Source: an optimization exercise on an open RTL-to-GDS flow (aim: small area and a short achievable clock period). Production flows keep margins and buffers that such runs may drop.
Function was checked by simulation only, so behaviour that the tests miss may differ from the original.
Power figures rest on the tool's default switching activity, not on a simulated workload.

==> flow/design.v <==
`timescale 1ns / 1ps
module riscv32_core (
    input  wire clk,
    input  wire reset,
    input  wire [31:0] instr_in,
    output wire [31:0] pc_dbg,
    output wire [31:0] instr_dbg,
    output wire [31:0] x1_dbg,
    output wire [31:0] x2_dbg,
    output wire [31:0] x3_dbg,
    output wire [31:0] x4_dbg
);
    reg [31:2] pc;
    always @(posedge clk or posedge reset) begin
        if (reset)
            pc <= 30'd0;
        else
            pc <= pc + 30'd1;
    end
    assign pc_dbg = {pc, 2'b00};
    wire [31:0] instr = instr_in;
    assign instr_dbg = instr;
    wire [6:0] opcode = instr[6:0];
    wire [4:0] rd     = instr[11:7];
    wire [4:0] rs1    = instr[19:15];
    wire [4:0] rs2    = instr[24:20];
    wire [6:0] funct7 = instr[31:25];
    wire is_opimm = (opcode == 7'b0010011);
    wire is_op    = (opcode == 7'b0110011);
    wire sub      = is_op & (funct7 == 7'b0100000);
    wire wen      = (is_opimm | is_op) & (rd != 5'd0);
    reg        p_v;         
    reg [4:0]  p_rd;
    reg [31:0] p_s0;        
    reg [7:0]  p_bg;        
    reg [7:0]  p_bp;        
    reg        p_cin;       
    function [7:0] blkcarry(input [7:0] g, input [7:0] p, input cin);
        reg [7:0] gg, pp, gn, pn;
        integer lvl, i, j;
        begin
            gg = g;
            pp = p;
            for (lvl = 0; lvl < 3; lvl = lvl + 1) begin
                gn = gg;
                pn = pp;
                for (i = 0; i < 8; i = i + 1) begin
                    if (i & (1 << lvl)) begin
                        j = ((i >> lvl) << lvl) - 1;
                        gn[i] = gg[i] | (pp[i] & gg[j]);
                        pn[i] = pp[i] & pp[j];
                    end
                end
                gg = gn;
                pp = pn;
            end
            blkcarry = {gg[6:0] | (pp[6:0] & {7{cin}}), cin};
        end
    endfunction
    wire [7:0]  p_bc = blkcarry(p_bg, p_bp, p_cin);
    wire [31:0] p_sel;
    genvar q;
    generate
        for (q = 0; q < 8; q = q + 1) begin : gsel
            assign p_sel[4*q+3:4*q] = p_s0[4*q+3:4*q] ^ ({4{p_bc[q]}} &
                {&p_s0[4*q+2:4*q], &p_s0[4*q+1:4*q], p_s0[4*q], 1'b1});
        end
    endgenerate
    wire [31:0] p_sum = p_sel;
    wire [31:0] p_hot = p_v ? (32'd1 << p_rd) : 32'd0;
    reg [31:1] xv;
    always @(posedge clk or posedge reset) begin
        if (reset)
            xv <= 31'd0;
        else
            xv <= xv | p_hot[31:1];
    end
    wire [31:0] rd_ok = {xv & ~p_hot[31:1], 1'b0};
    wire [31:0] xs [0:31];
    assign xs[0] = 32'd0;
    genvar g;
    generate
        for (g = 1; g < 32; g = g + 1) begin : gx
            reg [31:0] r;
            always @(posedge clk)
                if (p_hot[g])
                    r <= p_sum;
            assign xs[g] = r;
        end
    endgenerate
    function [31:0] rdport(input [4:0] r);
        integer k;
        reg [31:0] acc;
        begin
            acc = p_hot[r] ? p_sum : 32'd0;
            for (k = 1; k < 32; k = k + 1)
                acc = acc | ({32{(r == k) & rd_ok[k]}} & xs[k]);
            rdport = acc;
        end
    endfunction
    wire [31:0] imm_i = {{20{instr[31]}}, instr[31:20]};
    wire [31:0] a = rdport(rs1);
    wire [31:0] b = is_opimm ? imm_i : (rdport(rs2) ^ {32{sub}});
    wire [31:0] gen = a & b;
    wire [31:0] prp = a ^ b;
    function [47:0] blocks(input [31:0] g, input [31:0] p);
        reg [31:0] s0;
        reg [7:0]  bg, bp;
        integer n;
        begin
            for (n = 0; n < 8; n = n + 1) begin
                s0[4*n]   = p[4*n];
                s0[4*n+1] = p[4*n+1] ^ g[4*n];
                s0[4*n+2] = p[4*n+2] ^ (g[4*n+1] | (p[4*n+1] & g[4*n]));
                s0[4*n+3] = p[4*n+3] ^ (g[4*n+2] | (p[4*n+2] & g[4*n+1])
                                       | (p[4*n+2] & p[4*n+1] & g[4*n]));
                bg[n] = g[4*n+3] | (p[4*n+3] & g[4*n+2])
                      | (p[4*n+3] & p[4*n+2] & g[4*n+1])
                      | (p[4*n+3] & p[4*n+2] & p[4*n+1] & g[4*n]);
                bp[n] = &p[4*n +: 4];
            end
            blocks = {bp, bg, s0};
        end
    endfunction
    wire [47:0] blk = blocks(gen, prp);
    always @(posedge clk or posedge reset) begin
        if (reset)
            p_v <= 1'b0;
        else
            p_v <= wen;
    end
    always @(posedge clk) begin
        p_rd  <= rd;
        p_s0  <= blk[31:0];
        p_bg  <= blk[39:32];
        p_bp  <= blk[47:40];
        p_cin <= sub;
    end
    assign x1_dbg = p_hot[1] ? p_sum : (xs[1] & {32{xv[1]}});
    assign x2_dbg = p_hot[2] ? p_sum : (xs[2] & {32{xv[2]}});
    assign x3_dbg = p_hot[3] ? p_sum : (xs[3] & {32{xv[3]}});
    assign x4_dbg = p_hot[4] ? p_sum : (xs[4] & {32{xv[4]}});
endmodule
Settings: LEC_CHECK=0, CAP_MARGIN=20, CORE_MARGIN=2, CORE_UTILIZATION=40, PLACE_DENSITY=0.55, SLEW_MARGIN=20; clock period 12.0 ns.
standard.sh (not shown) runs the stock make flow with config.mk's settings and CLKGATE_MAP_FILE= SYNTH_SCRIPT=/design/flow/synth_recipe.tcl, a recipe that flattens the netlist after the stock synthesis.
==> flow/flow/run.sh <==
#!/bin/bash
# Layout flow: the standard ORFS flow (standard.sh), unchanged, with three
# optimisation settings passed through the environment:
#  - port buffers use sky130_fd_sc_hd__buf_2 instead of the default delay
#    buffer (every input and output port still gets its own buffer);
#  - timing repair aims for extra setup slack, so that the design is sized
#    for a shorter achieved period (the SDC and clock period are unchanged);
#  - clock tree synthesis uses ORFS's default arguments plus larger sink
#    clusters and no dummy loads, for fewer clock buffers (the clock still
#    reaches every register through the buffered tree).
# make's full output goes to standard.log; ORFS's per-step logs stay under
# orfs/logs/.
set -euo pipefail
export BUFFER_PORTS_ARGS="-buffer_cell sky130_fd_sc_hd__buf_2"
export SETUP_SLACK_MARGIN=6.8
export CTS_ARGS="-sink_clustering_enable -repair_clock_nets -dont_use_dummy_load -sink_clustering_size 24 -sink_clustering_max_diameter 80"
bash standard.sh > standard.log 2>&1
Then changed:
--- a/flow/design.v
+++ b/flow/design.v
@@ -34,8 +34,8 @@
     reg [31:0] p_s0;        
     reg [7:0]  p_bg;        
     reg [7:0]  p_bp;        
-    reg        p_cin;       
-    function [7:0] blkcarry(input [7:0] g, input [7:0] p, input cin);
+    reg        p_inv;       
+    function [7:0] blkcarry(input [7:0] g, input [7:0] p);
         reg [7:0] gg, pp, gn, pn;
         integer lvl, i, j;
         begin
@@ -54,10 +54,10 @@
                 gg = gn;
                 pp = pn;
             end
-            blkcarry = {gg[6:0] | (pp[6:0] & {7{cin}}), cin};
+            blkcarry = {gg[6:0], 1'b0};
         end
     endfunction
-    wire [7:0]  p_bc = blkcarry(p_bg, p_bp, p_cin);
+    wire [7:0]  p_bc = blkcarry(p_bg, p_bp);
     wire [31:0] p_sel;
     genvar q;
     generate
@@ -66,7 +66,7 @@
                 {&p_s0[4*q+2:4*q], &p_s0[4*q+1:4*q], p_s0[4*q], 1'b1});
         end
     endgenerate
-    wire [31:0] p_sum = p_sel;
+    wire [31:0] p_sum = p_sel ^ {32{p_inv}};
     wire [31:0] p_hot = p_v ? (32'd1 << p_rd) : 32'd0;
     reg [31:1] xv;
     always @(posedge clk or posedge reset) begin
@@ -99,8 +99,8 @@
         end
     endfunction
     wire [31:0] imm_i = {{20{instr[31]}}, instr[31:20]};
-    wire [31:0] a = rdport(rs1);
-    wire [31:0] b = is_opimm ? imm_i : (rdport(rs2) ^ {32{sub}});
+    wire [31:0] a = rdport(rs1) ^ {32{sub}};
+    wire [31:0] b = is_opimm ? imm_i : rdport(rs2);
     wire [31:0] gen = a & b;
     wire [31:0] prp = a ^ b;
     function [47:0] blocks(input [31:0] g, input [31:0] p);
@@ -134,7 +134,7 @@
         p_s0  <= blk[31:0];
         p_bg  <= blk[39:32];
         p_bp  <= blk[47:40];
-        p_cin <= sub;
+        p_inv <= sub;
     end
     assign x1_dbg = p_hot[1] ? p_sum : (xs[1] & {32{xv[1]}});
     assign x2_dbg = p_hot[2] ? p_sum : (xs[2] & {32{xv[2]}});
What happened:
- wire length shrinks by a little under a tenth
- final area shrinks slightly
- utilization shrinks by 0.71 points
- fmax grows slightly
- count of clock-buffer cells in the layout shrinks by 1
- hold slack got worse by 0.011 ns
- area after synthesis stays flat
- clock skew shrinks by 0.018 ns
- sequential power is about the same
- sequential share of layout area grows by 0.91 points
- die area hardly moves

[static timing again, ports no longer ideal]
The flow's constraints put no driver on any port. The routed layouts listed below were extracted and timed again, unchanged, in two steps. Step 1: set_driving_cell puts a clkbuf_16 on clk and a buf_2 on each other input, an assumption about the parent block. Step 2 times the ports against the registers' clock, not the clock port: input delays grow and output delays shrink by t, the midpoint of the rising clock arrivals with the driver on. Three values: no drivers, after step 1, after step 2; two values: the first two.
run	shift t [ns]	slack for setup (ns)	worst data-port slew with drivers (ns)
the first run	0.768	6.667 / 6.704 / 5.936	0.06
the second run	0.788	6.764 / 6.711 / 6.024	0.07
After both steps every run listed still meets setup and hold. For the second run, which loses most, drivers alone change the setup slack by -0.053 ns; drivers and shift together by -0.740 ns.
